Context: an optimization exercise on an open-source flow, tuned for small area. The choices shown serve that exercise and are no tape-out recipe. Function was checked by simulation only, so behaviour that the tests miss may differ from the original. Power is estimated from default activity; no workload was simulated.

## red
==> flow/design.v (excerpt) <==
module CPU(
		input clk_i,
		input reset_i,
		output [31:0] pc,
		output [31:0] x31,
		output [31:0] x3,
		output [31:0] imem_addr_o,
		input  [31:0] imem_data_i,
		output [31:0] dmem_addr_o,
		output [31:0] dmem_wdata_o,
		output [3:0]  dmem_we_o,
		input  [31:0] dmem_rdata_i
    );
	reg [31:2] pc_r;
	reg [4:0]  rdp_r;
	reg        rdp_act_r;
	reg [31:0] ifid_instr;
	reg [31:2] ifid_pc;
	reg        ifid_stall;
	reg [31:0] idex_instr;
	reg [31:2] idex_pc;
	reg        idex_stall;
	reg [2:0]  idex_s1;      
	reg [2:0]  idex_s2;      
	reg        prevb_r, prev2b_r, preve_r, prev2e_r;
	reg [31:0] fwd_two_r;
	reg [31:0] exm_alu;
	reg [31:0] exm_wdata;
	reg [31:0] exm_a;
	reg [4:0]  exm_rd;
	reg [5:0]  exm_opc;
	reg        exm_stall;
	reg        mpulse_r;
	reg        rst_d;        
	reg [1:0]  cnt_r;
	reg [31:0] acc_r;
	reg [31:0] pcount_r;
	reg [31:0] wb_data;
	reg        wb_ld;
	reg [4:0]  wb_rd;
	reg        wb_we;
	wire vs;             
	wire [31:0] idata = imem_data_i;
	wire        if_branch;
	wire [31:2] pc_new;
	assign imem_addr_o = {pc_r, 2'b00};
	assign pc          = {ifid_pc, 2'b00};
	wire i_brs = (idata[6:2] == 5'b11000) || (idata[6:2] == 5'b01100) || (idata[6:2] == 5'b01000);
	wire stall_w = ~if_branch & rdp_act_r &
	               ((idata[19:15] == rdp_r) || (i_brs && (idata[24:20] == rdp_r)));
	wire [31:2] pc_next = if_branch ? pc_new : stall_w ? pc_r : pc_r + 30'd1;
	always @(posedge clk_i) begin
		if (reset_i) begin
			pc_r       <= 30'b0;
			rdp_act_r  <= 1'b0;
			ifid_instr <= 32'h00000013;
			ifid_pc    <= 30'b0;
			ifid_stall <= 1'b0;
		end else if (!vs) begin
			pc_r       <= pc_next;
			rdp_act_r  <= (idata[6:2] == 5'b00000);
			ifid_instr <= idata;
			ifid_pc    <= pc_r;
			ifid_stall <= stall_w;
		end
	end
	always @(posedge clk_i)
  ...
Settings: LEC_CHECK=0, CAP_MARGIN=20, CORE_MARGIN=2, CORE_UTILIZATION=40, PLACE_DENSITY=0.6, SLEW_MARGIN=20; clock period 14.0 ns.
standard.sh (not shown) runs the stock make flow with config.mk's settings and CLKGATE_MAP_FILE= SYNTH_SCRIPT=/design/flow/synth_recipe.tcl, a recipe that flattens the netlist after the stock synthesis.
==> flow/flow/run.sh <==
#!/bin/bash
# Layout flow: the standard flow, with the combinational logic mapped for
# area. Registers stay exactly as the standard synthesis makes them (this
# is checked below; on any difference the standard netlist is re-mapped
# instead, keeping its registers).
set -euo pipefail
HERE=$(pwd)
FL=$HERE/flow
R=$HERE/orfs/results/sky130hd/CPU/base
LIB=$FLOW_HOME/platforms/sky130hd/lib/sky130_fd_sc_hd__tt_025C_1v80.lib
EXTRA=(BUFFER_PORTS_ARGS="-buffer_cell sky130_fd_sc_hd__buf_1")

# 1. standard synthesis (the reference for the registers)
bash standard.sh synth > "$HERE/flow_1_synth.log" 2>&1
cp "$R/1_2_yosys.v" "$HERE/standard_synth.v"

# 2. the same synthesis with area-oriented combinational mapping
sed -e "s#@FLOW@#$FL#g" "$FL/procs.tcl" > "$HERE/my_synth.tcl"
grep -v "^proc synth" synth_recipe.tcl >> "$HERE/my_synth.tcl"
OK=0
if make -C "$FLOW_HOME" DESIGN_CONFIG="$FLOW_CONFIG" WORK_HOME="$HERE/mysyn" CLKGATE_MAP_FILE= \
     SYNTH_SCRIPT="$HERE/my_synth.tcl" synth > "$HERE/flow_2_mysynth.log" 2>&1; then
  MY=$HERE/mysyn/results/sky130hd/CPU/base/1_2_yosys.v
  if python3 "$FL/rename_regs.py" "$HERE/standard_synth.v" "$MY" "$HERE/mine_renamed.v"; then
    cp "$HERE/mine_renamed.v" "$R/1_2_yosys.v"
    OK=1
  fi
fi
echo "own synthesis used: $OK" > "$HERE/flow_choice.txt"
if [[ $OK == 0 ]]; then
  sed -e "s#@LIB@#$LIB#g" -e "s#@IN@#$HERE/standard_synth.v#g" -e "s#@OUT@#$R/1_2_yosys.v#g" \
      -e "s#@ABC@#$FL/area.abc#g" "$FL/remap.ys" > "$HERE/remap.ys"
  yosys -s "$HERE/remap.ys" > "$HERE/flow_2_remap.log" 2>&1
fi
rm -f "$R/1_synth.odb"

# 3. the rest of the standard flow
bash standard.sh "${EXTRA[@]}" finish > "$HERE/flow_3_layout.log" 2>&1
Other scripts of this flow, unchanged in this note and not shown: flow/flow/area.abc, flow/flow/procs.tcl, flow/flow/remap.ys, flow/flow/rename_regs.py
red: all stages complete, timing, DRC and antenna checks passed
Input changes introduced in blue (baseline for comparison: red):
Settings: CTS_BUF_LIST now sky130_fd_sc_hd__clkbuf_16, previously not set; CTS_CLUSTER_SIZE now 24, previously not set; CTS_CLUSTER_DIAMETER now 100, previously not set.
[summary]
Taking red as the reference, in blue clock-pin slew on the worst setup and hold paths increased by 50 ps relative to the old numbers; number of buffers outside the clock class in the layout barely changed; clock skew decreased 23 ps; required time at the worst-slack endpoint went down by 30 ps; reported combinational group power held. blue vs red: worst hold margin up. blue does better than red on net load switching power. The depth of the most critical reg-to-reg path was comparable across blue and red. Comparing the two runs side by side, blue comes out ahead of red on internal portion of total power. blue -> red: number of sequential cells in the layout flat. The combinational share of power number comes out lower for red vs blue.

port drivers added, routing unchanged:
The flow's constraints put no driver on any port. The routed layouts listed below were extracted and timed again, unchanged, in two steps.
Step 1 assumes that a clkbuf_16 drives the clock port and a buf_2 every other input.
Step 2, shift: input delay + t, output delay - t, t = (earliest + latest rising clock arrival at the registers) / 2. This alone moves slack from input paths to output paths.
Slacks: no drivers / after step 1 / after step 2; pairs: no drivers / after step 1.
run	t, ns	setup WS [ns]	worst setup path at the end	cell pins on the clock port's net
red	0.925	0.823 / 0.823 / 0.823	register to register	1
blue	0.873	0.814 / 0.814 / 0.814	register to register	1
After both steps setup and hold are still met in every run listed.
